Context: an optimization exercise on an open-source flow, tuned for small area. The choices shown serve that exercise and are no tape-out recipe.
Only simulation tests tie the RTL to the original design; equivalence was not proved.
The clock cells of runs 1, 4 and 5 come from the design's own scripts or RTL, not from TritonCTS.
No driver is modelled on the clock port, so clock power and skew are understated where the tree is cut down; a real chip needs a root buffer or a tree.
Power figures rest on the tool's default switching activity, not on a simulated workload.

`flow/design.v`:
```
module hex2seven_seg(
    input [3:0] hex,
    input CE,
    output [6:0] seven_segment
);
wire [6:0] temp;
assign temp =   {7{hex == 0}} & ~7'b0111111 | 
                {7{hex == 1}} & ~7'b0000110 | 
                {7{hex == 2}} & ~7'b1011011 |
                {7{hex == 3}} & ~7'b1001111 |
                {7{hex == 4}} & ~7'b1100110 |
                {7{hex == 5}} & ~7'b1101101 |
                {7{hex == 6}} & ~7'b1111101 |
                {7{hex == 7}} & ~7'b0000111 |
                {7{hex == 8}} & ~7'b1111111 |
                {7{hex == 9}} & ~7'b1101111 |
                {7{hex == 4'ha}} & ~7'b1110111 |
                {7{hex == 4'hb}} & ~7'b1111100 |
                {7{hex == 4'hc}} & ~7'b0111001 |
                {7{hex == 4'hd}} & ~7'b1011110 |
                {7{hex == 4'he}} & ~7'b1111001 |
                {7{hex == 4'hf}} & ~7'b1110001;
assign seven_segment =  {7{CE == 0}} | temp; 
endmodule
module chasi(
    input clk,
    input reset,
    input w_button2, w_button3, w_button4,
    output [6:0] ss1, ss3, ss4, ss5, ss6, ss7, ss8
);
reg __button2, __button3, __button4;
reg _button2, _button3, _button4;
wire button2 = ~_button2 & __button2;
wire button3 = ~_button3 & __button3;
wire button4 = ~_button4 & __button4;
always @(posedge clk) begin
    __button2 <= reset & ~w_button2;
    __button3 <= reset & ~w_button3;
    __button4 <= reset & ~w_button4;
    _button2 <= __button2;
    _button3 <= __button3;
    _button4 <= __button4;
end
reg [8:0] clock_counter;
wire [8:0] pc = clock_counter ^ 9'b010101010;
always @(posedge clk) clock_counter <= (~reset ? 9'b000000001 : {pc[7:0], pc[1] ^ pc[8] ^ (pc[0] & ~pc[4] & pc[7])}) ^ 9'b010101010;
wire tick = (~pc[0] & ~pc[2] & ~pc[3] & ~pc[4] & ~pc[5] & ~pc[6] & ~pc[7] & ~pc[8]);
reg active;
reg [6:0] counter;
always @(posedge clk) counter <= (~reset | ~active) ? 7'b0001101 : tick ? {counter[5:0], counter[1] ^ counter[6] ^ (counter[0] & ~counter[4])} : counter;
wire c99 = (~counter[0] & counter[1] & counter[2] & ~counter[3] & ~counter[6]);
reg [5:0] blink_counter;
always @(posedge clk) blink_counter <= ~reset ? 6'b101110 : tick ? {blink_counter[4:0], blink_counter[0] ^ blink_counter[5] ^ (~blink_counter[1] & blink_counter[2])} : blink_counter;
wire ev = tick & (blink_counter[0] & ~blink_counter[1] & blink_counter[4] & ~blink_counter[5]);
reg [1:0] change_counter;
always @(posedge clk) begin
    active <= ~reset | (active ^ button2);
    change_counter <= ~reset ? 2'd0 : button3 ? {change_counter[0], ~change_counter[0] & ~change_counter[1]} : change_counter;
end
wire sel0 = ~change_counter[0] & ~change_counter[1];
wire sel1 = change_counter[0];
wire sel2 = change_counter[1];
wire run_inc = tick & c99;
reg [1:0] blink_state;
reg sel_changed;
wire blank_on = blink_state[1] & ~blink_state[0];
wire clr_blink = ~reset | button4;
always @(posedge clk) begin
    blink_state[1] <= ~clr_blink & (blink_state[1] | (blink_state[0] & ev));
    blink_state[0] <= ~clr_blink & (blink_state[1] ? (active | ((blink_state[0] | sel_changed) ^ ev)) : (blink_state[0] | ev));
    sel_changed <= button3;
end
wire [2:0] blink;
assign blink[0] = ~blank_on | ~(sel_changed ? sel1 : sel0);
assign blink[1] = ~blank_on | ~(sel_changed ? sel2 : sel1);
assign blink[2] = ~blank_on | ~(sel_changed ? sel0 : sel2);
wire inc_s = active ? run_inc : sel0 & button4;
reg [3:0] sec0;
wire [3:0] sec0_succ = {((sec0[0] & sec0[1]) | (~sec0[1] & ~sec0[3]) | (~sec0[1] & sec0[2])), ((~sec0[0]) | (~sec0[2] & ~sec0[3])), ((sec0[1] & ~sec0[2]) | (~sec0[0] & sec0[1]) | (~sec0[1] & sec0[2])), ((sec0[2] & ~sec0[3]) | (~sec0[1] & sec0[3]))};
wire sec0_last = ((~sec0[2] & ~sec0[3]));
always @(posedge clk) sec0 <= ~reset ? 4'b1100 : inc_s ? sec0_succ : sec0;
wire inc_s1 = inc_s & sec0_last;
reg [2:0] sec1;
wire [2:0] sec1_succ = {((sec1[0])), ((sec1[2])), ((~sec1[1]))};
wire sec1_last = ((~sec1[0] & sec1[2]));
always @(posedge clk) sec1 <= ~reset ? 3'b010 : inc_s1 ? sec1_succ : sec1;
wire inc_m = active ? run_inc & sec0_last & sec1_last : sel1 & button4;
reg [3:0] min0;
wire [3:0] min0_succ = {((min0[0] & min0[1]) | (~min0[1] & ~min0[3]) | (~min0[1] & min0[2])), ((~min0[0]) | (~min0[2] & ~min0[3])), ((min0[1] & ~min0[2]) | (~min0[0] & min0[1]) | (~min0[1] & min0[2])), ((min0[2] & ~min0[3]) | (~min0[1] & min0[3]))};
wire min0_last = ((~min0[2] & ~min0[3]));
always @(posedge clk) min0 <= ~reset ? 4'b1100 : inc_m ? min0_succ : min0;
wire inc_m1 = inc_m & min0_last;
reg [2:0] min1;
wire [2:0] min1_succ = {((min1[0])), ((min1[2])), ((~min1[1]))};
wire min1_last = ((~min1[0] & min1[2]));
always @(posedge clk) min1 <= ~reset ? 3'b010 : inc_m1 ? min1_succ : min1;
wire inc_h = active ? run_inc & sec0_last & sec1_last & min0_last & min1_last : sel2 & button4;
wire hour0_is3 = ((~hour0[1] & hour0[2] & ~hour0[3]));
wire hour1_is2 = ((hour1[1]));
wire h23 = hour1_is2 & hour0_is3;
reg [3:0] hour0;
wire [3:0] hour0_succ = {((hour0[0] & hour0[1]) | (~hour0[1] & ~hour0[3]) | (~hour0[1] & hour0[2])), ((~hour0[0]) | (~hour0[2] & ~hour0[3])), ((hour0[1] & ~hour0[2]) | (~hour0[0] & hour0[1]) | (~hour0[1] & hour0[2])), ((hour0[2] & ~hour0[3]) | (~hour0[1] & hour0[3]))};
wire hour0_last = ((~hour0[2] & ~hour0[3]));
always @(posedge clk) hour0 <= ~reset ? 4'b1100 : inc_h ? (h23 ? 4'b1100 : hour0_succ) : hour0;
wire inc_h1 = inc_h & (hour0_last | h23);
reg [1:0] hour1;
wire [1:0] hour1_succ = {((hour1[0])), ((~hour1[0] & ~hour1[1]))};
wire hour1_last = ((hour1[1]));
always @(posedge clk) hour1 <= ~reset ? 2'b00 : inc_h1 ? hour1_succ : hour1;
assign ss3[0] = ~blink[0] | ((sec0[0] & sec0[1] & sec0[3]));
assign ss3[1] = ~blink[0] | ((~sec0[0] & sec0[1]));
assign ss3[2] = ~blink[0] | ((~sec0[0] & ~sec0[1] & ~sec0[2]));
assign ss3[3] = ~blink[0] | ((sec0[0] & sec0[1]));
assign ss3[4] = ~blink[0] | ((sec0[1] & sec0[3]) | (sec0[0] & ~sec0[3]));
assign ss3[5] = ~blink[0] | ((sec0[0] & sec0[2]) | (~sec0[0] & ~sec0[1] & ~sec0[2]));
assign ss3[6] = ~blink[0] | ((sec0[2] & sec0[3]) | (sec0[0] & sec0[1] & ~sec0[3]));
assign ss4[0] = ~blink[0] | ((~sec1[0] & ~sec1[1]) | (sec1[0] & sec1[1]));
assign ss4[1] = ~blink[0] | ((~sec1[0] & sec1[2]));
assign ss4[2] = ~blink[0] | ((sec1[0] & ~sec1[2]));
assign ss4[3] = ~blink[0] | ((~sec1[0] & ~sec1[1]) | (sec1[0] & sec1[1]));
assign ss4[4] = ~blink[0] | ((sec1[2]) | (~sec1[0] & ~sec1[1]));
assign ss4[5] = ~blink[0] | ((~sec1[1]));
assign ss4[6] = ~blink[0] | ((~sec1[0] & ~sec1[2]));
assign ss5[0] = ~blink[1] | ((min0[0] & min0[1] & min0[3]));
assign ss5[1] = ~blink[1] | ((~min0[0] & min0[1]));
assign ss5[2] = ~blink[1] | ((~min0[0] & ~min0[1] & ~min0[2]));
assign ss5[3] = ~blink[1] | ((min0[0] & min0[1]));
assign ss5[4] = ~blink[1] | ((min0[1] & min0[3]) | (min0[0] & ~min0[3]));
assign ss5[5] = ~blink[1] | ((min0[0] & min0[2]) | (~min0[0] & ~min0[1] & ~min0[2]));
assign ss5[6] = ~blink[1] | ((min0[2] & min0[3]) | (min0[0] & min0[1] & ~min0[3]));
assign ss6[0] = ~blink[1] | ((~min1[0] & ~min1[1]) | (min1[0] & min1[1]));
assign ss6[1] = ~blink[1] | ((~min1[0] & min1[2]));
assign ss6[2] = ~blink[1] | ((min1[0] & ~min1[2]));
assign ss6[3] = ~blink[1] | ((~min1[0] & ~min1[1]) | (min1[0] & min1[1]));
assign ss6[4] = ~blink[1] | ((min1[2]) | (~min1[0] & ~min1[1]));
assign ss6[5] = ~blink[1] | ((~min1[1]));
assign ss6[6] = ~blink[1] | ((~min1[0] & ~min1[2]));
assign ss7[0] = ~blink[2] | ((hour0[0] & hour0[1] & hour0[3]));
assign ss7[1] = ~blink[2] | ((~hour0[0] & hour0[1]));
assign ss7[2] = ~blink[2] | ((~hour0[0] & ~hour0[1] & ~hour0[2]));
assign ss7[3] = ~blink[2] | ((hour0[0] & hour0[1]));
assign ss7[4] = ~blink[2] | ((hour0[1] & hour0[3]) | (hour0[0] & ~hour0[3]));
assign ss7[5] = ~blink[2] | ((hour0[0] & hour0[2]) | (~hour0[0] & ~hour0[1] & ~hour0[2]));
assign ss7[6] = ~blink[2] | ((hour0[2] & hour0[3]) | (hour0[0] & hour0[1] & ~hour0[3]));
assign ss8[0] = ~blink[2] | ((hour1[0]));
assign ss8[1] = ~blink[2] | (1'b0);
assign ss8[2] = ~blink[2] | ((hour1[1]));
assign ss8[3] = ~blink[2] | ((hour1[0]));
assign ss8[4] = ~blink[2] | ((hour1[0]));
assign ss8[5] = ~blink[2] | ((hour1[0]) | (hour1[1]));
assign ss8[6] = ~blink[2] | ((~hour1[1]));
assign ss1[0] = ((change_counter[0]));
assign ss1[1] = (1'b0);
assign ss1[2] = ((change_counter[1]));
assign ss1[3] = ((change_counter[0]));
assign ss1[4] = ((change_counter[0]));
assign ss1[5] = ((change_counter[0]) | (change_counter[1]));
assign ss1[6] = ((~change_counter[1]));
endmodule
```
`flow/flow/run.sh`:
```
#!/bin/bash
# Own layout flow: the standard flow (standard.sh) with three changes that only make the
# layout smaller:
#  - synthesis is the standard flow's own synthesis script, except that ABC maps with flow/abc.script
#    (area-oriented mapping, no delay-driven buffering or upsizing);
#  - ports are buffered with sky130_fd_sc_hd__buf_1 instead of the default buffer cell;
#  - after clock tree synthesis, flow/post_cts.tcl (POST_CTS_TCL) replaces the clock tree with
#    four buffers fed from the clock port, each driving a cluster of flip-flops
#    (flow/clock_tree.tcl).
# Each tool's full output goes to the log files of ORFS (orfs/logs/...) and to make.log here.
set -euo pipefail
W=$PWD
cat > "$W/own_synth.tcl" <<EOF
proc abc {args} {
  set i [lsearch -exact \$args -script]
  if { \$i >= 0 } { lset args [expr { \$i + 1 }] $W/flow/abc.script }
  yosys abc {*}\$args
}
source $W/synth_recipe.tcl
EOF
CTS="-sink_clustering_enable -repair_clock_nets -dont_use_dummy_load"
bash "$W/standard.sh" \
  "SYNTH_SCRIPT=$W/own_synth.tcl" \
  "BUFFER_PORTS_ARGS=-buffer_cell sky130_fd_sc_hd__buf_1" \
  "CTS_ARGS=$CTS" \
  "POST_CTS_TCL=$W/flow/post_cts.tcl" \
  finish > "$W/make.log" 2>&1
```
`flow/flow/abc.script`:
```
strash
dch -f
amap
topo
```
`flow/flow/clock_tree.tcl`:
```
# Build a two-level clock tree by hand: K leaf buffers, each driving a cluster of the flip-flops
# (k-means on their positions), fed either straight from the clock port or from one root buffer.
proc out_iterm { inst } {
  foreach it [$inst getITerms] {
    if { [$it isOutputSignal] } { return $it }
  }
  error "no output on [$inst getName]"
}
proc build_tree { K leaf_master root_master {small_master ""} {small_max 0} } {
  set block [ord::get_db_block]
  set db [ord::get_db]
  set clknet [$block findNet clk]
  set sinks {}
  foreach it [$clknet getITerms] {
    set i [$it getInst]
    set bb [$i getBBox]
    lappend sinks [list $it [expr {([$bb xMin] + [$bb xMax]) / 2}] [expr {([$bb yMin] + [$bb yMax]) / 2}]]
  }
  set n [llength $sinks]
  # initial centres: sinks sorted by x, evenly spaced
  set sorted [lsort -integer -index 1 $sinks]
  set cx {}; set cy {}
  for {set k 0} {$k < $K} {incr k} {
    set s [lindex $sorted [expr {int(($k + 0.5) * $n / $K)}]]
    lappend cx [lindex $s 1]; lappend cy [lindex $s 2]
  }
  for {set iter 0} {$iter < 30} {incr iter} {
    set asg {}
    foreach s $sinks {
      set best 0; set bd 1e30
      for {set k 0} {$k < $K} {incr k} {
        set d [expr {abs([lindex $s 1] - [lindex $cx $k]) + abs([lindex $s 2] - [lindex $cy $k])}]
        if {$d < $bd} { set bd $d; set best $k }
      }
      lappend asg $best
    }
    set nx {}; set ny {}
    for {set k 0} {$k < $K} {incr k} {
      set sx 0; set sy 0; set c 0
      foreach s $sinks a $asg { if {$a == $k} { set sx [expr {$sx + [lindex $s 1]}]; set sy [expr {$sy + [lindex $s 2]}]; incr c } }
      if {$c > 0} { lappend nx [expr {$sx / $c}]; lappend ny [expr {$sy / $c}] } else { lappend nx [lindex $cx $k]; lappend ny [lindex $cy $k] }
    }
    set cx $nx; set cy $ny
  }
  set lm [$db findMaster $leaf_master]
  if {$root_master ne "none"} {
    set rm [$db findMaster $root_master]
    set rnet [odb::dbNet_create $block clknet_root]
    $rnet setSigType CLOCK
    set rinst [odb::dbInst_create $block $rm clkbuf_root]
    set sx 0; set sy 0
    foreach x $cx y $cy { set sx [expr {$sx + $x}]; set sy [expr {$sy + $y}] }
    $rinst setLocation [expr {$sx / $K}] [expr {$sy / $K}]
    $rinst setPlacementStatus PLACED
    [$rinst findITerm A] connect $clknet
    [out_iterm $rinst] connect $rnet
    set feed $rnet
  } else {
    set feed $clknet
  }
  for {set k 0} {$k < $K} {incr k} {
    set c 0
    foreach a $asg { if {$a == $k} { incr c } }
    set m $lm
    if { $small_master ne "" && $c <= $small_max } { set m [$db findMaster $small_master] }
    set net [odb::dbNet_create $block clknet_leaf_$k]
    $net setSigType CLOCK
    set inst [odb::dbInst_create $block $m clkbuf_leaf_$k]
    $inst setLocation [expr {int([lindex $cx $k])}] [expr {int([lindex $cy $k])}]
    $inst setPlacementStatus PLACED
    foreach s $sinks a $asg {
      if {$a == $k} { set it [lindex $s 0]; $it disconnect; $it connect $net }
    }
    [$inst findITerm A] connect $feed
    [out_iterm $inst] connect $net
  }
  set cnt {}
  for {set k 0} {$k < $K} {incr k} { set c 0; foreach a $asg { if {$a == $k} { incr c } }; lappend cnt $c }
  puts "clock tree: $K leaves ($leaf_master), fanouts $cnt, root $root_master"
}

# Take out the clock tree that clock_tree_synthesis built (its buffers and their nets) and put
# every flip-flop clock pin back on the clock port's net.
proc remove_clock_tree { } {
  set block [ord::get_db_block]
  set clknet [$block findNet clk]
  set bufs {}
  set nets {}
  set sinks {}
  set todo [list $clknet]
  while { [llength $todo] } {
    set net [lindex $todo 0]
    set todo [lrange $todo 1 end]
    foreach it [$net getITerms] {
      if { [$it isOutputSignal] } { continue }
      set inst [$it getInst]
      set m [[$inst getMaster] getName]
      if { [regexp {__(clk)?buf_[0-9]+$} $m] } {
        lappend bufs $inst
        set o [out_iterm $inst]
        set onet [$o getNet]
        if { $onet ne "NULL" } { lappend nets $onet; lappend todo $onet }
      } else {
        lappend sinks $it
      }
    }
  }
  foreach it $sinks {
    if { [$it getNet] ne $clknet } { $it disconnect; $it connect $clknet }
  }
  foreach inst $bufs { odb::dbInst_destroy $inst }
  foreach net $nets { odb::dbNet_destroy $net }
  puts "removed [llength $bufs] clock buffers, [llength $sinks] clock sinks back on clk"
}
```
`flow/flow/post_cts.tcl`:
```
# POST_CTS_TCL hook: replace the clock tree with a smaller one of the same shape (one level of
# buffers, each driving a cluster of nearby flip-flops, all fed from the clock port), then
# legalise the new buffers.
source [file join [file dirname [info script]] clock_tree.tcl]
remove_clock_tree
build_tree 4 sky130_fd_sc_hd__buf_6 none sky130_fd_sc_hd__buf_4 12
detailed_placement
estimate_parasitics -placement
report_clock_skew
```
`flow/standard.sh`:
```
#!/bin/bash
# synth_recipe.tcl (not shown) runs the flow's synth.tcl, then flattens the netlist and writes it again
# the make line also repeats each setting of config.mk as NAME=value (left out here)
make -C /OpenROAD-flow-scripts/flow DESIGN_CONFIG=/design/flow/config.mk WORK_HOME=/design/flow/orfs CLKGATE_MAP_FILE= SYNTH_SCRIPT=/design/flow/synth_recipe.tcl "${@:-finish}"
```
`flow/config.mk`:
```
export PLATFORM = sky130hd
export DESIGN_NAME = chasi
export DESIGN_NICKNAME = chasi
export VERILOG_FILES = /design/flow/design.v
export SDC_FILE = /design/flow/constraint.sdc
export NUM_CORES = 4
export LEC_CHECK = 0
export ABC_AREA = 1
export CAP_MARGIN = 20
export CORE_MARGIN = 2
export CORE_UTILIZATION = 70
export SLEW_MARGIN = 20
```
`flow/constraint.sdc`:
```
create_clock -name core_clock -period 10.0 [get_ports {clk}]
set_input_delay 2.0000 -clock core_clock [delete_from_list [all_inputs] [get_ports {clk}]]
set_output_delay 2.0000 -clock core_clock [all_outputs]
set_load 0.01 [all_outputs]
```
==> results.txt, run 1 <==
* Global-route wire length before repair at 7510 um
* Min-delay worst type: reg2reg
* Mapped Nets at roughly 300
* Effective utilization at floorplan at roughly three quarters
* Reported net switching power at 73.4 uW
* Fraction of the cycle the final worst path needs at 43.9%
* Total power divided by cell area at 130 nW/um^2
* Total I/O pin count at 54
* Slack of the worst reg-to-reg path at between 6 and 7 ns
* Number of antenna violations at the first check in global routing at 0
* Max-slew violation count at 0
* Via count at 2,153
* Worst slew slack as a fraction of its limit at 44.4%
* Critical path required time at 10.04 ns
* Site row count at 20
* Hold WS at roughly 0.35 ns
* IO Port Bufs at 52
* Arr. time, crit path at ~4.4 ns
* P_int at 259 uW
* Start point of the critical path: reset
* Final setup fails at 0
* Kind of critical path: in2reg
* Buffers plus inverters on the worst setup path at 3
* Critical path peak fanout at 28
* Core area at 3100 um^2
* Critical path's most frequent cell: clkinv_1
* DIE AREA at 3800 um^2
* Total Neg Setup Slack at 0 ns
* Half-perimeter wire length after placement at 3400 um
* Synth Flop Type: dfxtp_1
* Static leakage at roughly 0.95 nW
* Total wire length at about 4600 um
* Fraction of final layout cells sized beyond drive strength 1 at 1.18%
* Highest layer used for signal routing: met4
* Gate count of the mapped netlist at roughly 290
* End-of-flow core utilization at slightly above 80%
* Commonest non-fill, non-tap cell in the layout: dfxtp_1
* Max Freq at about 0.23 GHz
* PnR worst setup slack at 5.61 ns
* Startpoint types: primary input
* Delay of the slowest critical-path stage at 0.91 ns
* Global route overflow at 0
* Startpoint of the lowest-slack register-to-register path: clock_counter[8]
* Setup repair after global routing missed its margin: no
* Cell at the slowest stage of the critical path: clkinv_1
* Post-Syn Area per Cell at ~8 um^2
* Sum of met3 wire segment lengths after detailed routing at between 150 and 200 um
* Hold_sp: __button2
* Clk_skew at 0.0226 ns
* Met2 wirelength from detailed routing at approximately 2300 um
* Pin count of the biggest net entering global routing at 29
* Remaining number of nets flagged by the antenna check after routing at 0
* Instance area at placement at 2510 um^2
* Routed length per placed instance at 12.1 um
* Kind of end point of the critical path: flop
* Clk Latency, worst-skew pair at 0.14 ns
* Number of cells after detailed placement at 378
* Post-synth ARST share at 0%
* Count of synthesis-stage warnings from yosys at 1
* Status: timing/DRC/antenna clean
* Fraction of power consumed by sequential logic at 69.1%
* Total count of hold-check failures in the final report at 0
* Detailed Routing Iterations Pass 1 at 4
* All-layer global routing usage at 26.2%
* Routed met1 length at 2110 um
* Vias in the first global route at 1,816
* DIE WIDTH at approximately 60 um
* Number of max-capacitance violations reported at 0
* Final Wtd Congestion at 0.819
* Count of state elements after synthesis at between 50 and 60
* Via density per instance at 5.64
* Post-synthesis cell area at between 2000 and 2500 um^2
* Switching power as a share of total power at 22.1%
* Sink count of the clock tree at 54
* Cells along the critical path: buf_1 -> clkinv_1 -> nor2_1 -> clkinv_1 -> a221o_1
* Total design power at 332 uW
* Clock power share at 22.9%
* Minimum clock period at approximately 4.4 ns
* Die outline height at 61.6 um
* Final non-filler cell area at around 2500 um^2
* Number of enable-type register cells in the synthesized netlist at 0
* Worst slack, placed at 5.52 ns
* Number of design-rule violations left by the first detailed-router iteration at 146
* Count of antenna diodes in the layout at 0
* Critical path's top delay family: buffers and inverters
* Syn-to-layout area delta at 9.47%
* Most frequent cells in the layout: 54 x dfxtp_1, 52 x buf_1, 42 x clkinv_1, 36 x nor2_1, 32 x nand2_1
* Portion of the post-synthesis area used by sequential elements at 46.5%
* Worst vdd ir at 0.000123 V
* Clk slew on worst S/H paths at 0.10 ns
* Distinct cells, synth at 33
* Total number of nets in the final design at between 300 and 400
* Non-filler instance count after layout at 382
* Combinational Power Share at 8.0%
* Worst-Margin Slew at 0.834 ns
* Detailed-route DRC error count at 0
power by group through the flow:
stage	clock (mW)	sequential, mW	combinational (mW)
after global routing	0.0843	0.230	0.0306
after detailed placement	0	0.234	0.0262
after global placement	0	0.234	0.0253
after floorplan	0	0.233	0.0208
final	0.0762	0.229	0.0266
flip-flops by register name (all words and copies together) (netlist names), 3 cells and up:
name / cells
counter: 7
clock_counter: 9
sec0: 4
hour0: 4
min0: 4
min1: 3
blink_counter: 6
sec1: 3
layout make-up:
type | instances | area, um^2
tap | 44 | 55.1
timing repair buffer | 52 | 195
buffer | 4 | 37.5
fill | 228 | 557
multi-input combinational | 186 | 1020
inverter | 42 | 158
sequential | 54 | 1080
Yosys cell counts, drive strengths merged, types with 4 or more instances:
library cell,n,area [um^2]
a21oi,18,90.1
a22oi,10,75.1
buf,9,67.6
clkinv,42,158
dfxtp,54,1080
nand2,32,120
nor2,36,135
nor2b,5,31.3
o21ai,31,155
o221ai,9,78.8
o31ai,4,30.0
or2,4,25.0
worst reg2reg max path, delay by kind of cell, from the launching register on:
family | cells | cell delay (ns)
buf+inv | 2 | 0.38
compound gates | 2 | 0.51
simple gates | 7 | 2.31
flops | 1 | 0.34
cell families (layout without fill, tap and decap cells):
family | count (synthesis) | after routing | synth area share, %
other cells | 1 | 1 | 0.161
fa+ha+maj | 2 | 2 | 1.08
flops | 54 | 54 | 46.5
compound gates | 93 | 93 | 25.8
simple gates | 90 | 90 | 16.8
buf+inv | 51 | 98 | 9.68
worst paths after layout:
kind                 to  depth (start not counted)
max          counter[3]                          5
min            _button2                          0
max reg2reg    hour1[0]                         11
min reg2reg    _button2                          0
routing by layer:
| metal | GRT usage [%] | vias up |
|---|---|---|
| met5 | 0 | - |
| met4 | 9.12 | 0 |
| met3 | 4.83 | 5 |
| met2 | 44.4 | 65 |
| met1 | 33.7 | 969 |
| li1 | - | 1114 |
==> run 2, diff against run 1 <==
==> flow/design.v (replaced) <==
module hex2seven_seg(
    input [3:0] hex,
    input CE,
    output [6:0] seven_segment
);
wire [6:0] temp;
assign temp =   {7{hex == 0}} & ~7'b0111111 | 
                {7{hex == 1}} & ~7'b0000110 | 
                {7{hex == 2}} & ~7'b1011011 |
                {7{hex == 3}} & ~7'b1001111 |
                {7{hex == 4}} & ~7'b1100110 |
                {7{hex == 5}} & ~7'b1101101 |
                {7{hex == 6}} & ~7'b1111101 |
                {7{hex == 7}} & ~7'b0000111 |
                {7{hex == 8}} & ~7'b1111111 |
                {7{hex == 9}} & ~7'b1101111 |
                {7{hex == 4'ha}} & ~7'b1110111 |
                {7{hex == 4'hb}} & ~7'b1111100 |
                {7{hex == 4'hc}} & ~7'b0111001 |
                {7{hex == 4'hd}} & ~7'b1011110 |
                {7{hex == 4'he}} & ~7'b1111001 |
                {7{hex == 4'hf}} & ~7'b1110001;
assign seven_segment =  {7{CE == 0}} | temp; 
endmodule
module chasi(
    input clk,
    input reset,
    input w_button2, w_button3, w_button4,
    output [6:0] ss1, ss3, ss4, ss5, ss6, ss7, ss8
);
reg __button2, __button3, __button4;
reg _button2, _button3, _button4;
wire button2 = ~_button2 & __button2;
wire button3 = ~_button3 & __button3;
wire button4 = ~_button4 & __button4;
always @(posedge clk) begin
    __button2 <= reset & ~w_button2;
    __button3 <= reset & ~w_button3;
    __button4 <= reset & ~w_button4;
    _button2 <= __button2;
    _button3 <= __button3;
    _button4 <= __button4;
end
reg [8:0] clock_counter;
wire [8:0] pc = clock_counter ^ 9'b101010101;
always @(posedge clk) clock_counter <= (~reset ? 9'b000111011 : {pc[7:0], ~(pc[1] ^ pc[8] ^ (pc[4] & pc[5] & pc[6]))}) ^ 9'b101010101;
wire tick = (~pc[0] & pc[1] & pc[2] & ~pc[3] & pc[4] & pc[5] & pc[6] & ~pc[8]);
reg [6:0] counter;
reg active;
always @(posedge clk) counter <= (~reset | ~active) ? 7'b1100100 : tick ? {counter[5:0], counter[1] ^ counter[6] ^ (counter[0] | ~counter[4])} : counter;
wire c99 = (~counter[0] & counter[1] & ~counter[2] & ~counter[3] & counter[4]);
reg [5:0] blink_counter;
always @(posedge clk) blink_counter <= ~reset ? 6'b001001 : tick ? {blink_counter[4:0], ~(blink_counter[0] ^ blink_counter[5] ^ (blink_counter[1] | ~blink_counter[2]))} : blink_counter;
wire ev = tick & (blink_counter[0] & blink_counter[1] & ~blink_counter[2] & ~blink_counter[3] & blink_counter[4]);
reg [1:0] change_counter;
always @(posedge clk) active <= ~reset | (active ^ button2);
always @(posedge clk) begin
    change_counter <= ~reset ? 2'd0 : button3 ? {change_counter[0], ~change_counter[0] & ~change_counter[1]} : change_counter;
end
wire sel0 = ~change_counter[0] & ~change_counter[1];
wire sel1 = change_counter[0];
wire sel2 = change_counter[1];
wire run_inc = tick & c99;
reg [1:0] blink_state;
reg sel_changed;
wire blank_on = blink_state[1] & ~blink_state[0];
wire clr_blink = ~reset | button4;
always @(posedge clk) begin
    blink_state[1] <= ~clr_blink & (blink_state[1] | (blink_state[0] & ev));
    blink_state[0] <= ~clr_blink & (blink_state[1] ? (active | ((blink_state[0] | sel_changed) ^ ev)) : (blink_state[0] | ev));
    sel_changed <= button3;
end
wire [2:0] blink;
assign blink[0] = ~blank_on | ~(sel_changed ? sel1 : sel0);
assign blink[1] = ~blank_on | ~(sel_changed ? sel2 : sel1);
assign blink[2] = ~blank_on | ~(sel_changed ? sel0 : sel2);
wire inc_s = active ? run_inc : sel0 & button4;
reg [3:0] sec0;
wire [3:0] sec0_succ = {((sec0[1]) | (sec0[2] & ~sec0[3])), ((~sec0[2])), ((sec0[0] & ~sec0[1]) | (~sec0[0] & sec0[1])), ((~sec0[0] & sec0[3]) | (sec0[0] & ~sec0[3]))};
wire sec0_last = ((~sec0[0] & ~sec0[3]));
always @(posedge clk) sec0 <= ~reset ? 4'b1010 : inc_s ? sec0_succ : sec0;
wire inc_s1 = inc_s & sec0_last;
reg [2:0] sec1;
wire [2:0] sec1_succ = {((sec1[0])), ((sec1[2])), ((~sec1[1]))};
wire sec1_last = ((~sec1[0] & sec1[2]));
always @(posedge clk) sec1 <= ~reset ? 3'b010 : inc_s1 ? sec1_succ : sec1;
wire inc_m = active ? run_inc & sec0_last & sec1_last : sel1 & button4;
reg [3:0] min0;
wire [3:0] min0_succ = {((min0[1]) | (min0[2] & ~min0[3])), ((~min0[2])), ((min0[0] & ~min0[1]) | (~min0[0] & min0[1])), ((~min0[0] & min0[3]) | (min0[0] & ~min0[3]))};
wire min0_last = ((~min0[0] & ~min0[3]));
always @(posedge clk) min0 <= ~reset ? 4'b1010 : inc_m ? min0_succ : min0;
wire inc_m1 = inc_m & min0_last;
reg [2:0] min1;
wire [2:0] min1_succ = {((min1[0])), ((min1[2])), ((~min1[1]))};
wire min1_last = ((~min1[0] & min1[2]));
always @(posedge clk) min1 <= ~reset ? 3'b010 : inc_m1 ? min1_succ : min1;
wire inc_h = active ? run_inc & sec0_last & sec1_last & min0_last & min1_last : sel2 & button4;
wire hour0_is3 = ((hour0[2] & ~hour0[3]));
wire hour1_is2 = ((~hour1[0] & ~hour1[1]));
wire h23 = hour1_is2 & hour0_is3;
reg [3:0] hour0;
wire [3:0] hour0_succ = {((hour0[1]) | (hour0[0] & ~hour0[3])), ((hour0[1] & ~hour0[2]) | (hour0[0] & ~hour0[2] & ~hour0[3]) | (~hour0[0] & ~hour0[2] & hour0[3])), ((~hour0[3])), ((~hour0[0]) | (hour0[1] & ~hour0[3]) | (hour0[2] & ~hour0[3]))};
wire hour0_last = ((~hour0[0] & ~hour0[3]));
always @(posedge clk) hour0 <= ~reset ? 4'b0011 : inc_h ? (h23 ? 4'b0011 : hour0_succ) : hour0;
wire inc_h1 = inc_h & (hour0_last | h23);
reg [1:0] hour1;
wire [1:0] hour1_succ = {((~hour1[0] & ~hour1[1])), ((hour1[1]))};
wire hour1_last = ((~hour1[0] & ~hour1[1]));
always @(posedge clk) hour1 <= ~reset ? 2'b10 : inc_h1 ? hour1_succ : hour1;
assign ss3[0] = ~blink[0] | ((sec0[0] & sec0[1] & sec0[3]));
assign ss3[1] = ~blink[0] | ((~sec0[2] & ~sec0[3]) | (~sec0[0] & ~sec0[1] & sec0[2]));
assign ss3[2] = ~blink[0] | ((~sec0[0] & ~sec0[1] & ~sec0[2]));
assign ss3[3] = ~blink[0] | ((sec0[0] & sec0[1]));
assign ss3[4] = ~blink[0] | ((sec0[2]) | (sec0[0] & sec0[1]));
assign ss3[5] = ~blink[0] | ((sec0[0] & sec0[2]) | (~sec0[0] & ~sec0[1] & ~sec0[2]));
assign ss3[6] = ~blink[0] | ((sec0[0] & sec0[1] & sec0[2]) | (~sec0[0] & sec0[1] & ~sec0[2]));
assign ss4[0] = ~blink[0] | ((~sec1[0] & ~sec1[1]) | (sec1[0] & sec1[1]));
assign ss4[1] = ~blink[0] | ((~sec1[0] & sec1[2]));
assign ss4[2] = ~blink[0] | ((sec1[0] & ~sec1[2]));
assign ss4[3] = ~blink[0] | ((~sec1[0] & ~sec1[1]) | (sec1[0] & sec1[1]));
assign ss4[4] = ~blink[0] | ((sec1[2]) | (~sec1[0] & ~sec1[1]));
assign ss4[5] = ~blink[0] | ((~sec1[1]));
assign ss4[6] = ~blink[0] | ((~sec1[0] & ~sec1[2]));
assign ss5[0] = ~blink[1] | ((min0[0] & min0[1] & min0[3]));
assign ss5[1] = ~blink[1] | ((~min0[2] & ~min0[3]) | (~min0[0] & ~min0[1] & min0[2]));
assign ss5[2] = ~blink[1] | ((~min0[0] & ~min0[1] & ~min0[2]));
assign ss5[3] = ~blink[1] | ((min0[0] & min0[1]));
assign ss5[4] = ~blink[1] | ((min0[2]) | (min0[0] & min0[1]));
assign ss5[5] = ~blink[1] | ((min0[0] & min0[2]) | (~min0[0] & ~min0[1] & ~min0[2]));
assign ss5[6] = ~blink[1] | ((min0[0] & min0[1] & min0[2]) | (~min0[0] & min0[1] & ~min0[2]));
assign ss6[0] = ~blink[1] | ((~min1[0] & ~min1[1]) | (min1[0] & min1[1]));
assign ss6[1] = ~blink[1] | ((~min1[0] & min1[2]));
assign ss6[2] = ~blink[1] | ((min1[0] & ~min1[2]));
assign ss6[3] = ~blink[1] | ((~min1[0] & ~min1[1]) | (min1[0] & min1[1]));
assign ss6[4] = ~blink[1] | ((min1[2]) | (~min1[0] & ~min1[1]));
assign ss6[5] = ~blink[1] | ((~min1[1]));
assign ss6[6] = ~blink[1] | ((~min1[0] & ~min1[2]));
assign ss7[0] = ~blink[2] | ((hour0[0] & hour0[1] & hour0[3]));
assign ss7[1] = ~blink[2] | ((~hour0[0] & ~hour0[1] & hour0[2]) | (hour0[0] & ~hour0[1] & ~hour0[2] & ~hour0[3]));
assign ss7[2] = ~blink[2] | ((~hour0[0] & ~hour0[2] & hour0[3]));
assign ss7[3] = ~blink[2] | ((hour0[1] & hour0[3]));
assign ss7[4] = ~blink[2] | ((hour0[2]) | (hour0[1] & hour0[3]) | (~hour0[0] & ~hour0[3]));
assign ss7[5] = ~blink[2] | ((hour0[2] & ~hour0[3]) | (hour0[1] & hour0[2]) | (~hour0[0] & ~hour0[2] & hour0[3]));
assign ss7[6] = ~blink[2] | ((hour0[1] & ~hour0[3]) | (hour0[1] & hour0[2]));
assign ss8[0] = ~blink[2] | ((hour1[0]));
assign ss8[1] = ~blink[2] | (1'b0);
assign ss8[2] = ~blink[2] | ((~hour1[0] & ~hour1[1]));
assign ss8[3] = ~blink[2] | ((hour1[0]));
assign ss8[4] = ~blink[2] | ((hour1[0]));
assign ss8[5] = ~blink[2] | ((~hour1[1]));
assign ss8[6] = ~blink[2] | ((hour1[0]) | (hour1[1]));
assign ss1[0] = ((change_counter[0]));
assign ss1[1] = (1'b0);
assign ss1[2] = ((change_counter[1]));
assign ss1[3] = ((change_counter[0]));
assign ss1[4] = ((change_counter[0]));
assign ss1[5] = ((change_counter[0]) | (change_counter[1]));
assign ss1[6] = ((~change_counter[1]));
endmodule
==> flow/flow/run.sh (replaced) <==
#!/bin/bash
# Own layout flow: the standard flow (standard.sh) with these changes, which only make the
# layout smaller:
#  - synthesis is the standard flow's own synthesis script, except that ABC maps with flow/abc.script
#    (area-oriented mapping, no delay-driven buffering or upsizing) and that Yosys does not
#    extract half/full adders before ABC (ADDER_MAP_FILE empty);
#  - ports are buffered with sky130_fd_sc_hd__buf_1 instead of the default buffer cell;
#  - after clock tree synthesis, flow/post_cts.tcl (POST_CTS_TCL) replaces the clock tree with
#    four buffers fed from the clock port, each driving a cluster of flip-flops
#    (flow/clock_tree.tcl); buf_6, or buf_4 for a cluster of at most 12.
# Each tool's full output goes to the log files of ORFS (orfs/logs/...) and to make.log here.
set -euo pipefail
W=$PWD
cat > "$W/own_synth.tcl" <<EOF
proc abc {args} {
  set i [lsearch -exact \$args -script]
  if { \$i >= 0 } { lset args [expr { \$i + 1 }] $W/flow/abc.script }
  yosys abc {*}\$args
}
source $W/synth_recipe.tcl
EOF
CTS="-sink_clustering_enable -repair_clock_nets -dont_use_dummy_load"
bash "$W/standard.sh" \
  "SYNTH_SCRIPT=$W/own_synth.tcl" \
  "ADDER_MAP_FILE=" \
  "BUFFER_PORTS_ARGS=-buffer_cell sky130_fd_sc_hd__buf_1" \
  "CTS_ARGS=$CTS" \
  "POST_CTS_TCL=$W/flow/post_cts.tcl" \
  finish > "$W/make.log" 2>&1
--- a/flow/flow/post_cts.tcl
+++ b/flow/flow/post_cts.tcl
@@ -3,7 +3,7 @@
 # legalise the new buffers.
 source [file join [file dirname [info script]] clock_tree.tcl]
 remove_clock_tree
-build_tree 4 sky130_fd_sc_hd__buf_6 none sky130_fd_sc_hd__buf_4 12
+build_tree 4 sky130_fd_sc_hd__buf_6 none sky130_fd_sc_hd__buf_4 16
 detailed_placement
 estimate_parasitics -placement
 report_clock_skew
--- a/flow/config.mk
+++ b/flow/config.mk
@@ -8,5 +8,5 @@
 export ABC_AREA = 1
 export CAP_MARGIN = 20
 export CORE_MARGIN = 2
-export CORE_UTILIZATION = 70
+export CORE_UTILIZATION = 85
 export SLEW_MARGIN = 20
==> run 2 against run 1 <==
Effect of this change:
- the run now fails in 3_1_place_gp_skip_io
- synthesized cell count decreased by 1.0%
- area after synthesis decreased by 2.2%
==> results.txt, run 2 <==
* Synth Flop Type: dfxtp_1
* Largest family of logic cells by synthesized area: compound AO/OA/AOI/OAI gates
* Post-synthesis cell area at 2270 um^2 (-2.2%)
* Distinct cells, synth at 30 (-9.1%)
* Gate count of the mapped netlist at 288 (-1.0%)
* Top cells by instance count after synthesis: 54 x dfxtp_1, 42 x nor2_1, 35 x clkinv_1
* Count of state elements after synthesis at 54 (unchanged)
* Count of synthesis-stage warnings from yosys at 1 (unchanged)
* Adder-cell share of the synthesized area at 0% (-1.1 points)
* Portion of the post-synthesis area used by sequential elements at 47.5% (+1.0 points)
* Area share of xor/xnor cells in the synthesized design at 0% (unchanged)
* Share of synthesized area spent on multiplexers at 0% (unchanged)
* Simple logic cell fraction of the synthesized area at 20.1% (+3.3 points)
* Share of the synthesized area in the top cell type at 47.5% (+1.0 points)
* Post-synth ARST share at 0% (unchanged)
* Site row count at 18 (-10%)
* Status: stopped before the end
* Number of enable-type register cells in the synthesized netlist at 0 (unchanged)
* DIE WIDTH at 55.7 um (-9.6%)
* Synthesized-area fraction occupied by ao, oa, aoi and oai cells at 23.5% (-2.3 points)
* Synth area leaders: dfxtp_1 48%, nor2_1 6.9%, o21ai_0 6.8%
* Cell taking the most area after synthesis: dfxtp_1
* Die outline height at 55.7 um (-9.6%)
* Error msg: [ERROR GPL-0301] Utilization 104.798 % exceeds 100%.
* Top-count cell post-synth: dfxtp_1
* Post-Syn Area per Cell at 7.90 um^2 (-1.2%)
* Effective utilization at floorplan at 91.0% (+16 points)
* Mapped Nets at 293 (-1.7%)
* Stage at which the run stopped: 3_1_place_gp_skip_io
[run 2: cell count changes after synthesis, sizes merged, moves of 2 or more]
cell    previous run  this run
clkinv            42        35
nor2              36        42
a22oi             10         5
nand3              3         8
nor3               3         7
o31ai              4         1
a211oi             2         4
a21oi             18        16
ha                 2         0
nand2             32        34
o221a              0         2
o32ai              2         0
or2                4         2
[run 2: cell families after synthesis]
| logic type | count (synthesis) |
|---|---|
| AO/OA/AOI/OAI | 83 |
| buffers and inverters | 44 |
| flip-flops | 54 |
| other | 1 |
| AND/OR/NAND/NOR | 106 |
==> run 3, diff against run 2 <==
--- a/flow/flow/post_cts.tcl
+++ b/flow/flow/post_cts.tcl
@@ -3,7 +3,7 @@
 # legalise the new buffers.
 source [file join [file dirname [info script]] clock_tree.tcl]
 remove_clock_tree
-build_tree 4 sky130_fd_sc_hd__buf_6 none sky130_fd_sc_hd__buf_4 16
+build_tree 4 sky130_fd_sc_hd__buf_6 none sky130_fd_sc_hd__buf_4 14
 detailed_placement
 estimate_parasitics -placement
 report_clock_skew
==> run 3 against run 2 <==
Effect of this change:
- the flow again stops in 3_1_place_gp_skip_io
- synthesized cell count did not move
- area after synthesis did not move
==> results.txt, run 3 <==
* DIE WIDTH at 55.7 um (unchanged)
* Cell taking the most area after synthesis: dfxtp_1
* Portion of the post-synthesis area used by sequential elements at 47.5% (unchanged)
* Synth Flop Type: dfxtp_1
* Share of the synthesized area in the top cell type at 47.5% (unchanged)
* Count of state elements after synthesis at 54 (unchanged)
* Distinct cells, synth at 30 (unchanged)
* Top cells by instance count after synthesis: 54 x dfxtp_1, 42 x nor2_1, 35 x clkinv_1
* Mapped Nets at 293 (unchanged)
* Count of synthesis-stage warnings from yosys at 1 (unchanged)
* Error msg: [ERROR GPL-0301] Utilization 104.798 % exceeds 100%.
* Gate count of the mapped netlist at 288 (unchanged)
* Status: stopped before the end
* Synth area leaders: dfxtp_1 48%, nor2_1 6.9%, o21ai_0 6.8%
* Effective utilization at floorplan at 91.0% (unchanged)
* Die outline height at 55.7 um (unchanged)
* Stage at which the run stopped: 3_1_place_gp_skip_io
* Post-Syn Area per Cell at 7.90 um^2 (unchanged)
* Site row count at 18 (unchanged)
* Post-synthesis cell area at 2270 um^2 (unchanged)
* Post-synth ARST share at 0% (unchanged)
* Number of enable-type register cells in the synthesized netlist at 0 (unchanged)
* Top-count cell post-synth: dfxtp_1
==> run 3: cells by family after synthesis <==
family,after synthesis,share of synthesized area (%)
AO/OA/AOI/OAI,83,23.5
buffers and inverters,44,8.75
flip-flops,54,47.5
other,1,0.165
AND/OR/NAND/NOR,106,20.1
==> run 4, diff against run 3 <==
--- a/flow/flow/post_cts.tcl
+++ b/flow/flow/post_cts.tcl
@@ -3,7 +3,7 @@
 # legalise the new buffers.
 source [file join [file dirname [info script]] clock_tree.tcl]
 remove_clock_tree
-build_tree 4 sky130_fd_sc_hd__buf_6 none sky130_fd_sc_hd__buf_4 14
+build_tree 4 sky130_fd_sc_hd__buf_6 none sky130_fd_sc_hd__buf_4 12
 detailed_placement
 estimate_parasitics -placement
 report_clock_skew
--- a/flow/config.mk
+++ b/flow/config.mk
@@ -8,5 +8,5 @@
 export ABC_AREA = 1
 export CAP_MARGIN = 20
 export CORE_MARGIN = 2
-export CORE_UTILIZATION = 85
+export CORE_UTILIZATION = 70
 export SLEW_MARGIN = 20
==> run 4 against run 3 <==
Effect of this change:
- the run now finishes clean
- synthesized cell count stayed put
- area after synthesis stayed put
==> results.txt, run 4 <==
* Worst vdd ir at 0.000121 V
* Worst-Margin Slew at 1.05 ns
* Clk_skew at 0.0102 ns
* All-layer global routing usage at a little over a quarter
* Gate count of the mapped netlist at 288 (unchanged)
* Total count of hold-check failures in the final report at 0
* Max Freq at between 0.2 and 0.25 GHz
* Kind of end point of the critical path: flop
* Detailed-route DRC error count at 0
* Most frequent cells in the layout: 54 x dfxtp_1, 52 x buf_1, 42 x nor2_1, 35 x clkinv_1, 34 x nand2_1
* Final Wtd Congestion at 0.944
* Min-delay worst type: reg2reg
* Fraction of the cycle the final worst path needs at 44.4%
* Startpoint types: primary input
* Number of enable-type register cells in the synthesized netlist at 0 (unchanged)
* Status: timing/DRC/antenna clean
* Post-synthesis cell area at 2270 um^2 (unchanged)
* Delay of the slowest critical-path stage at 0.85 ns
* Fill cells at 228
* Via density per instance at about 5.7
* Terminus of the critical flop-to-flop path: hour1[1]
* Worst hold path cell count at 0
* Number of cells after detailed placement at 375
* Total design power at 321 uW
* Top cells by instance count after synthesis: 54 x dfxtp_1, 42 x nor2_1, 35 x clkinv_1
* Arr. time, crit path at 4.43 ns
* Global route overflow at 0
* Top register by number of flip-flops: clock_counter
* Clk slew on worst S/H paths at 0.09 ns
* Top-count cell post-synth: dfxtp_1
* Count of state elements after synthesis at 54 (unchanged)
* Number of antenna violations at the first check in global routing at 0
* Largest registers: clock_counter (9), counter (7), blink_counter (6)
* Die outline height at 61.0 um (+9.5%)
* Count of antenna diodes in the layout at 0
* Synth Flop Type: dfxtp_1
* Total wire length at 4760 um
* Detailed Routing Iterations Pass 1 at 5
* Worst slew slack as a fraction of its limit at slightly below 30%
* Effective utilization at floorplan at 73.9% (-17 points)
* Static leakage at between 0.9 and 1 nW
* Sink count of the clock tree at 54
* End-of-flow core utilization at 81.1%
* Clk Latency, worst-skew pair at 0.14 ns
* DIE WIDTH at 61.0 um (+9.5%)
* Cell at the slowest stage of the critical path: clkinv_1
* Total Neg Setup Slack at 0 ns
* Startpoint of the lowest-slack register-to-register path: clock_counter[1]
* Critical path's most frequent cell: clkinv_1
* Kind of critical path: in2reg
* DIE AREA at 3720 um^2
* Final non-filler cell area at 2490 um^2
* Setup repair after global routing missed its margin: no
* Minimum clock period at 4.44 ns
* Logic depth of the worst register-to-register path at 11
* Footprint of the multi-input gates at 995 um^2
* Post-synth ARST share at 0% (unchanged)
* Portion of the post-synthesis area used by sequential elements at 47.5% (unchanged)
* Instance area at placement at ~2500 um^2
* Number of design-rule violations left by the first detailed-router iteration at 109
* Total number of nets in the final design at roughly 340
* Routed length per placed instance at approximately 13 um
* Hold_sp: __button3
* Total power divided by cell area at 129 nW/um^2
* Non-filler instance count after layout at 379
* Post-Syn Area per Cell at 7.90 um^2 (unchanged)
* Via count at 2,147
* Core area at 3080 um^2
* Vias in the first global route at around 1,700
* Max-slew violation count at 0
* Critical path required time at 9.98 ns
* Share of the synthesized area in the top cell type at 47.5% (unchanged)
* Area taken by flip-flops and latches at between 1000 and 1500 um^2
* Remaining number of nets flagged by the antenna check after routing at 0
* Count of synthesis-stage warnings from yosys at 1 (unchanged)
* Total I/O pin count at 54
* Cell taking the most area after synthesis: dfxtp_1
* Synth area leaders: dfxtp_1 48%, nor2_1 6.9%, o21ai_0 6.8%
* Critical path peak fanout at 26
* Mapped Nets at 293 (unchanged)
* Site row count at 20 (+2)
* Syn-to-layout area delta at 9.68%
* Commonest non-fill, non-tap cell in the layout: dfxtp_1
* IO Port Bufs at 52
* Pin count of the biggest net entering global routing at 27
* Slack of the worst reg-to-reg path at 6.83 ns
* Fraction of final layout cells sized beyond drive strength 1 at 1.19%
* Final setup fails at 0
* Hold endpoint: _button3
* Number of flip-flops in the largest register at 9
* Half-perimeter wire length after placement at ~3600 um
* Distinct cells, synth at 30 (unchanged)
* Global-route wire length before repair at 7360 um
* Number of max-capacitance violations reported at 0
* Cells along the critical path: buf_1 -> clkinv_1 -> nor2_1 -> clkinv_1 -> a21oi_1 -> o21ai_0
[run 4: final cells by class]
cell class | instances | area share, %
plain buffers | 4 | 1.50
inverters | 35 | 5.27
multi-input cells | 190 | 39.9
flip-flops and latches | 54 | 43.3
well taps | 44 | 2.21
repair buffers | 52 | 7.82
[run 4: cell families after synthesis]
| family | share of synthesized area (%) |
|---|---|
| other | 0.165 |
| buffers and inverters | 8.75 |
| and+or+nand+nor | 20.1 |
| DFF | 47.5 |
| AOI/OAI and AO/OA | 23.5 |
[run 4: critical path: cells and delay by family]
kind,cells,cell delay (ns)
AO/OA/AOI/OAI,2,0.28
buffers and inverters,3,1.65
AND/OR/NAND/NOR,1,0.49
[run 4: stage by stage]
step	worst slack (ns)	hold WS, ns
after global placement	5.62	0.329
final	5.56	0.351
after detailed placement	5.44	0.336
after floorplan	6.11	0.324
after global routing	5.32	0.362
[run 4: how the worst max path moves through the flow]
stage	start	to	slack, ns	cells past startpoint
3_3_place_gp	reset	counter[5]	5.62	5
2_1_floorplan	change_counter[0]	ss3[5]	6.11	6
5_1_grt	reset	counter[2]	5.32	6
3_5_place_dp	reset	counter[2]	5.44	6
6_report	reset	counter[2]	5.56	6
[run 4: report_power, final]
| part | total, mW | internal (mW) | switching (mW) |
|---|---|---|---|
| Clock | 0.0762 | 0.0266 | 0.0496 |
| Combinational | 0.0204 | 0.00621 | 0.0142 |
| Sequential | 0.225 | 0.221 | 0.00385 |
| Total | 0.321 | 0.254 | 0.0676 |
[run 4: metal layers]
metal	global-route usage (%)	wire length [um]
met5	0	0
met1	35.2	2230
met3	4.05	242
met2	44.1	2240
met4	6.52	46
==> run 5, diff against run 4 <==
--- a/flow/design.v
+++ b/flow/design.v
@@ -43,23 +43,21 @@
 end
 reg [8:0] clock_counter;
 wire [8:0] pc = clock_counter ^ 9'b101010101;
-always @(posedge clk) clock_counter <= (~reset ? 9'b000111011 : {pc[7:0], ~(pc[1] ^ pc[8] ^ (pc[4] & pc[5] & pc[6]))}) ^ 9'b101010101;
-wire tick = (~pc[0] & pc[1] & pc[2] & ~pc[3] & pc[4] & pc[5] & pc[6] & ~pc[8]);
+always @(posedge clk) clock_counter <= (~reset ? 9'b110000001 : {pc[7:0], ~(pc[6] ^ pc[8] ^ (pc[1] | pc[2] | pc[3]))}) ^ 9'b101010101;
+wire tick = (~pc[0] & pc[1] & ~pc[2] & ~pc[4] & ~pc[5] & ~pc[6] & ~pc[7] & pc[8]);
 reg [6:0] counter;
 reg active;
-always @(posedge clk) counter <= (~reset | ~active) ? 7'b1100100 : tick ? {counter[5:0], counter[1] ^ counter[6] ^ (counter[0] | ~counter[4])} : counter;
-wire c99 = (~counter[0] & counter[1] & ~counter[2] & ~counter[3] & counter[4]);
+always @(posedge clk) counter <= (~reset | ~active) ? 7'b1100000 : tick ? {counter[5:0], counter[4] ^ counter[6] ^ (~counter[1] & counter[5])} : counter;
+wire c99 = (~counter[0] & ~counter[3] & counter[4] & counter[5] & ~counter[6]);
 reg [5:0] blink_counter;
-always @(posedge clk) blink_counter <= ~reset ? 6'b001001 : tick ? {blink_counter[4:0], ~(blink_counter[0] ^ blink_counter[5] ^ (blink_counter[1] | ~blink_counter[2]))} : blink_counter;
-wire ev = tick & (blink_counter[0] & blink_counter[1] & ~blink_counter[2] & ~blink_counter[3] & blink_counter[4]);
+always @(posedge clk) blink_counter <= ~reset ? 6'b011110 : tick ? {blink_counter[4:0], blink_counter[0] ^ blink_counter[5] ^ (~blink_counter[1] & blink_counter[2])} : blink_counter;
+wire ev = tick & (~blink_counter[0] & ~blink_counter[1] & blink_counter[2] & blink_counter[4] & blink_counter[5]);
 reg [1:0] change_counter;
 always @(posedge clk) active <= ~reset | (active ^ button2);
-always @(posedge clk) begin
-    change_counter <= ~reset ? 2'd0 : button3 ? {change_counter[0], ~change_counter[0] & ~change_counter[1]} : change_counter;
-end
-wire sel0 = ~change_counter[0] & ~change_counter[1];
-wire sel1 = change_counter[0];
-wire sel2 = change_counter[1];
+always @(posedge clk) change_counter <= ~reset ? 2'b11 : button3 ? {((~change_counter[1]) | (change_counter[0])), ((~change_counter[1]))} : change_counter;
+wire sel0 = ((change_counter[0]));
+wire sel1 = ((~change_counter[0] & change_counter[1]));
+wire sel2 = ((~change_counter[1]));
 wire run_inc = tick & c99;
 reg [1:0] blink_state;
 reg sel_changed;
@@ -95,12 +93,12 @@
 wire min1_last = ((~min1[0] & min1[2]));
 always @(posedge clk) min1 <= ~reset ? 3'b010 : inc_m1 ? min1_succ : min1;
 wire inc_h = active ? run_inc & sec0_last & sec1_last & min0_last & min1_last : sel2 & button4;
-wire hour0_is3 = ((hour0[2] & ~hour0[3]));
+wire hour0_is3 = ((~hour0[0] & hour0[1] & ~hour0[3]));
 wire hour1_is2 = ((~hour1[0] & ~hour1[1]));
 wire h23 = hour1_is2 & hour0_is3;
 reg [3:0] hour0;
-wire [3:0] hour0_succ = {((hour0[1]) | (hour0[0] & ~hour0[3])), ((hour0[1] & ~hour0[2]) | (hour0[0] & ~hour0[2] & ~hour0[3]) | (~hour0[0] & ~hour0[2] & hour0[3])), ((~hour0[3])), ((~hour0[0]) | (hour0[1] & ~hour0[3]) | (hour0[2] & ~hour0[3]))};
-wire hour0_last = ((~hour0[0] & ~hour0[3]));
+wire [3:0] hour0_succ = {((hour0[1]) | (hour0[0] & ~hour0[3])), ((hour0[0] & ~hour0[3]) | (hour0[0] & hour0[1] & ~hour0[2])), ((~hour0[3]) | (~hour0[0] & ~hour0[2])), ((~hour0[0] & hour0[2]) | (hour0[1] & ~hour0[3]) | (~hour0[0] & ~hour0[3]))};
+wire hour0_last = ((~hour0[0] & ~hour0[1] & ~hour0[3]));
 always @(posedge clk) hour0 <= ~reset ? 4'b0011 : inc_h ? (h23 ? 4'b0011 : hour0_succ) : hour0;
 wire inc_h1 = inc_h & (hour0_last | h23);
 reg [1:0] hour1;
@@ -136,12 +134,12 @@
 assign ss6[5] = ~blink[1] | ((~min1[1]));
 assign ss6[6] = ~blink[1] | ((~min1[0] & ~min1[2]));
 assign ss7[0] = ~blink[2] | ((hour0[0] & hour0[1] & hour0[3]));
-assign ss7[1] = ~blink[2] | ((~hour0[0] & ~hour0[1] & hour0[2]) | (hour0[0] & ~hour0[1] & ~hour0[2] & ~hour0[3]));
+assign ss7[1] = ~blink[2] | ((~hour0[1] & hour0[2]) | (hour0[0] & ~hour0[1] & ~hour0[3]));
 assign ss7[2] = ~blink[2] | ((~hour0[0] & ~hour0[2] & hour0[3]));
 assign ss7[3] = ~blink[2] | ((hour0[1] & hour0[3]));
 assign ss7[4] = ~blink[2] | ((hour0[2]) | (hour0[1] & hour0[3]) | (~hour0[0] & ~hour0[3]));
-assign ss7[5] = ~blink[2] | ((hour0[2] & ~hour0[3]) | (hour0[1] & hour0[2]) | (~hour0[0] & ~hour0[2] & hour0[3]));
-assign ss7[6] = ~blink[2] | ((hour0[1] & ~hour0[3]) | (hour0[1] & hour0[2]));
+assign ss7[5] = ~blink[2] | ((~hour0[0] & hour0[1]) | (hour0[1] & hour0[2]) | (~hour0[0] & ~hour0[2] & hour0[3]));
+assign ss7[6] = ~blink[2] | ((hour0[1] & hour0[2]) | (hour0[0] & hour0[1] & ~hour0[3]));
 assign ss8[0] = ~blink[2] | ((hour1[0]));
 assign ss8[1] = ~blink[2] | (1'b0);
 assign ss8[2] = ~blink[2] | ((~hour1[0] & ~hour1[1]));
@@ -149,11 +147,11 @@
 assign ss8[4] = ~blink[2] | ((hour1[0]));
 assign ss8[5] = ~blink[2] | ((~hour1[1]));
 assign ss8[6] = ~blink[2] | ((hour1[0]) | (hour1[1]));
-assign ss1[0] = ((change_counter[0]));
+assign ss1[0] = ((~change_counter[0] & change_counter[1]));
 assign ss1[1] = (1'b0);
-assign ss1[2] = ((change_counter[1]));
-assign ss1[3] = ((change_counter[0]));
-assign ss1[4] = ((change_counter[0]));
-assign ss1[5] = ((change_counter[0]) | (change_counter[1]));
-assign ss1[6] = ((~change_counter[1]));
+assign ss1[2] = ((~change_counter[1]));
+assign ss1[3] = ((~change_counter[0] & change_counter[1]));
+assign ss1[4] = ((~change_counter[0] & change_counter[1]));
+assign ss1[5] = ((~change_counter[0]));
+assign ss1[6] = ((change_counter[1]));
 endmodule
==> flow/flow/run.sh (replaced) <==
#!/bin/bash
# Own layout flow: the standard flow (standard.sh) with these changes, which only make the
# layout smaller:
#  - synthesis is the standard flow's own synthesis script, except that ABC maps the logic with each of
#    flow/abc*.script (area-oriented mapping, no delay-driven buffering or upsizing) and keeps
#    the smallest result (flow/abc_best.tcl), and that Yosys does not extract half/full adders
#    before ABC (ADDER_MAP_FILE empty);
#  - ports are buffered with sky130_fd_sc_hd__buf_1 instead of the default buffer cell;
#  - after clock tree synthesis, flow/post_cts.tcl (POST_CTS_TCL) replaces the clock tree with
#    four buffers fed from the clock port, each driving a cluster of flip-flops
#    (flow/clock_tree.tcl); buf_6, or buf_4 for a cluster of at most 12.
# Each tool's full output goes to the log files of ORFS (orfs/logs/...) and to make.log here.
set -euo pipefail
W=$PWD
cat > "$W/own_synth.tcl" <<EOF
set ::own_abc_scripts [list $W/flow/abc.script $W/flow/abc_deep1.script $W/flow/abc_deep2.script]
source $W/flow/abc_best.tcl
source $W/synth_recipe.tcl
EOF
CTS="-sink_clustering_enable -repair_clock_nets -dont_use_dummy_load"
bash "$W/standard.sh" \
  "SYNTH_SCRIPT=$W/own_synth.tcl" \
  "ADDER_MAP_FILE=" \
  "BUFFER_PORTS_ARGS=-buffer_cell sky130_fd_sc_hd__buf_1" \
  "CTS_ARGS=$CTS" \
  "POST_CTS_TCL=$W/flow/post_cts.tcl" \
  finish > "$W/make.log" 2>&1
==> flow/flow/abc_best.tcl (new file) <==
# Yosys's abc command, replaced for this flow: map the logic once with each ABC script in
# abc_scripts (the -script argument the standard flow's synthesis passes is replaced) and keep the result
# with the smallest cell area.
proc abc {args} {
  set i [lsearch -exact $args -script]
  set lib [lindex $args [expr { [lsearch -exact $args -liberty] + 1 }]]
  yosys design -save own_abc_in
  set best -1
  set best_area 1e30
  set n 0
  foreach scr $::own_abc_scripts {
    yosys design -load own_abc_in
    set a $args
    if { $i >= 0 } { lset a [expr { $i + 1 }] $scr }
    if { [catch { yosys abc {*}$a } err] } {
      puts "own abc: script $scr failed: $err"
      incr n
      continue
    }
    set s [tee -q -s result.string stat -liberty $lib]
    regexp {Chip area for module [^:]*: ([0-9.]+)} $s -> area
    puts "own abc: script $scr gives cell area $area"
    if { $area < $best_area } { set best_area $area; set best $n }
    yosys design -save own_abc_out_$n
    incr n
  }
  if { $best < 0 } { error "own abc: every script failed" }
  yosys design -load own_abc_out_$best
  puts "own abc: kept [lindex $::own_abc_scripts $best] ($best_area)"
}
==> flow/flow/abc_deep1.script (new file) <==
strash
&get -n
&deepsyn -T 60 -S 1
&put
dch -f
amap
topo
==> flow/flow/abc_deep2.script (new file) <==
strash
&get -n
&deepsyn -T 60 -S 2
&put
dch -f
amap
topo
==> run 5 against run 4 <==
Effect of this change:
- critical path depth decreased by 1
- synthesized cell count decreased by 2.4%
- clock skew increased by 0.022 ns
- fmax decreased by 0.21%
- cell area decreased by 0.65%
- critical endpoint is now counter[4]
- largest power group unchanged
==> results.txt, run 5 <==
* Status: timing/DRC/antenna clean
* Half-perimeter wire length after placement at 3480 um (-2.6%)
* DIE AREA at 3690 um^2 (-0.82%)
* Cells along the critical path: buf_1 -> clkinv_1 -> nor2_1 -> o21ai_0 -> a21oi_1
* Number of design-rule violations left by the first detailed-router iteration at 115 (+5.5%)
* Delay of the slowest critical-path stage at 0.83 ns (-0.02 ns)
* Syn-to-layout area delta at 9.93%
* All-layer global routing usage at 26.6% (+0.47 points)
* Final Wtd Congestion at 0.829 (-12%)
* Clk slew on worst S/H paths at 0.09 ns (about the same)
* Distinct cells, synth at 27 (-10%)
* Pin count of the biggest net entering global routing at 25 (-7.4%)
* Via density per instance at 5.85 (+3.3%)
* Total design power at 325 uW (+1.3%)
* Area taken by flip-flops and latches at 1080 um^2 (unchanged)
* Setup repair after global routing missed its margin: no
* Core area at 3050 um^2 (-0.81%)
* Vias in the first global route at 1,808 (+6.5%)
* Static leakage at 0.948 nW (+0.17%)
* Arr. time, crit path at 4.49 ns (+0.06 ns)
* Kind of critical path: in2reg
* Critical path required time at 10.04 ns (+0.06 ns)
* Total number of nets in the final design at 335 (-2.0%)
* Total I/O pin count at 54 (unchanged)
* Final non-filler cell area at 2480 um^2 (-0.65%)
* Top-count cell post-synth: dfxtp_1
* Number of flip-flops in the largest register at 9 (unchanged)
* Via count at 2,176 (+1.4%)
* Clk Latency, worst-skew pair at 0.14 ns (about the same)
* Top cells by instance count after synthesis: 54 x dfxtp_1, 38 x nand2_1, 35 x clkinv_1
* Terminus of the critical flop-to-flop path: hour0[2]
* Worst slew slack as a fraction of its limit at 33.3% (+4.3 points)
* Share of the synthesized area in the top cell type at 47.9% (+0.42 points)
* Gate count of the mapped netlist at 281 (-2.4%)
* Commonest non-fill, non-tap cell in the layout: dfxtp_1
* Post-synthesis cell area at 2250 um^2 (-0.88%)
* Hold_sp: __button2
* Most frequent cells in the layout: 54 x dfxtp_1, 52 x buf_1, 38 x nand2_1, 35 x clkinv_1
* Mapped Nets at 286 (-2.4%)
* Kind of end point of the critical path: flop
* Post-Syn Area per Cell at 8.02 um^2 (+1.6%)
* Slack of the worst reg-to-reg path at 6.96 ns (+0.13 ns)
* Buffers plus inverters on the worst setup path at 2 (-1)
* Largest registers: clock_counter (9), counter (7), blink_counter (6)
* Synth Flop Type: dfxtp_1
* Cell taking the most area after synthesis: dfxtp_1
* Remaining number of nets flagged by the antenna check after routing at 0 (unchanged)
* Clk_skew at 0.0320 ns (+0.0219 ns)
* Crit path depth at 5 (-1)
* Sink count of the clock tree at 54 (unchanged)
* Detailed-route DRC error count at 0 (unchanged)
* Cell at the slowest stage of the critical path: clkinv_1
* Startpoint types: primary input
* Final setup fails at 0 (unchanged)
* Max Freq at 0.225 GHz (-0.21%)
* Logic depth of the worst register-to-register path at 11 (unchanged)
* Number of max-capacitance violations reported at 0 (unchanged)
* Footprint of the multi-input gates at 975 um^2 (-2.0%)
* Count of state elements after synthesis at 54 (unchanged)
* Max-slew violation count at 0 (unchanged)
* Count of antenna diodes in the layout at 0 (unchanged)
* Detailed Routing Iterations Pass 1 at 4 (-1)
* Min-delay worst type: reg2reg
* Number of enable-type register cells in the synthesized netlist at 0 (unchanged)
* Synth area leaders: dfxtp_1 48%, o21ai_0 6.9%, nand2_1 6.3%
* Portion of the post-synthesis area used by sequential elements at 47.9% (+0.42 points)
* Die outline height at 60.8 um (-0.41%)
* Fraction of the cycle the final worst path needs at 44.5% (+0.094 points)
* Critical path peak fanout at 24 (-7.7%)
* Total Neg Setup Slack at 0 ns (unchanged)
* Top register by number of flip-flops: clock_counter
* Startpoint of the lowest-slack register-to-register path: clock_counter[1]
* Fill cells at 246 (+7.9%)
* Site row count at 20 (unchanged)
* Fraction of final layout cells sized beyond drive strength 1 at 1.22% (+0.025 points)
* Worst vdd ir at 0.000129 V (+6.7%)
* Hold WS at 0.352 ns (+0.000737 ns)
* Count of synthesis-stage warnings from yosys at 1 (unchanged)
* Total wire length at 4790 um (+0.67%)
* IO Port Bufs at 52 (unchanged)
* Worst-Margin Slew at 1.00 ns (-0.0532 ns)
* Global-route wire length before repair at 7420 um (+0.94%)
* Total power divided by cell area at 131 nW/um^2 (+2.0%)
* Critical path's top delay family: buffers and inverters
* Global route overflow at 0 (unchanged)
* Hold endpoint: _button2
* Minimum clock period at 4.45 ns (+0.00936 ns)
* Effective utilization at floorplan at 73.9% (about the same)
* Post-synth ARST share at 0% (unchanged)
* DIE WIDTH at 60.8 um (-0.41%)
* Total count of hold-check failures in the final report at 0 (unchanged)
* Worst hold path cell count at 0 (unchanged)
* Instance area at placement at 2440 um^2 (-0.81%)
* Number of antenna violations at the first check in global routing at 0 (unchanged)
* Routed length per placed instance at 12.9 um (+2.6%)
run 5: cell types whose count changed in the layout (fill, tap and decap cells not counted), sizes merged, moves of 2 or more:
cell | previous run | this run
a22oi | 5 | 2
a21oi | 16 | 19
or3 | 3 | 1
nand2 | 34 | 38
nor3 | 7 | 4
o221ai | 9 | 14
nor2 | 42 | 31
a211oi | 4 | 1
o22ai | 1 | 5
a221o | 2 | 0
o221a | 2 | 4
run 5: kinds of logic (layout without fill, tap and decap cells):
logic type,Yosys count,after routing,synth area share (%)
AO/OA/AOI/OAI,89,89,25.5
buffers and inverters,44,91,8.82
flip-flops,54,54,47.9
other,1,1,0.166
AND/OR/NAND/NOR,93,93,17.5
run 5: final cells by class:
class,instances,area share [%]
well taps,44,2.22
plain buffers,4,1.67
flip-flops and latches,54,43.6
repair buffers,52,7.87
inverters,35,5.30
multi-input cells,183,39.3
run 5: metal layers:
metal	wire [um]	vias up	part of all wire, %	GRT usage [%]
met1	2040	989	43	31.3
met4	95	0	2.0	12.7
met5	0	-	0	0
met3	233	11	4.9	4.26
met2	2420	77	51	47.0
li1	-	1099	-	-
run 5: where the power goes:
group	switching (mW)	internal (mW)
sequential	0.00382	0.221
combinational	0.0141	0.00616
clock	0.0512	0.0294
run 5: how the worst max path moves through the flow:
stage                           start          to  slack (ns)
detailed placement              reset  counter[4]        5.50
floorplan           change_counter[1]      ss7[4]        6.16
global placement                reset  counter[4]        5.61
global route                    reset  counter[4]        5.32
finish                          reset  counter[4]        5.55
run 5: metrics by stage:
stage	utilization, %	instances	setup WS [ns]
after floorplan	-	281	6.16
after global placement	79.8	368	5.61
after detailed placement	79.8	368	5.50
after global routing	81.2	372	5.32
final	81.2	372	5.55

==> re-timing with driven ports <==
How much do the figures lean on ideal ports? The routed layouts below were timed once more, with nothing changed but the port constraints. Step 1 (the two cells are an assumption about what drives the block):
set clk [get_ports {clk}]
set_driving_cell -lib_cell sky130_fd_sc_hd__clkbuf_16 $clk
set_driving_cell -lib_cell sky130_fd_sc_hd__buf_2 [delete_from_list [all_inputs] $clk]
Step 2 times the ports against the registers' clock, not the clock port: input delays grow and output delays shrink by t, the midpoint of the rising clock arrivals with the driver on. Three values: ideal, step 1, step 2; two values: the first two.
run | shift t [ns] | slack for setup (ns) | worst register clock-pin slew, ns | worst data-port slew with drivers (ns)
run 1 | 0.179 | 5.608 / 5.632 / 5.452 | 0.10 / 0.10 | 0.03
run 4 | 0.178 | 5.555 / 5.577 / 5.399 | 0.10 / 0.10 | 0.03
run 5 | 0.180 | 5.546 / 5.569 / 5.389 | 0.11 / 0.11 | 0.03
After both steps setup and hold are still met in every run listed. For run 5, which loses most, drivers alone change the setup slack by +0.023 ns; drivers and shift together by -0.157 ns.
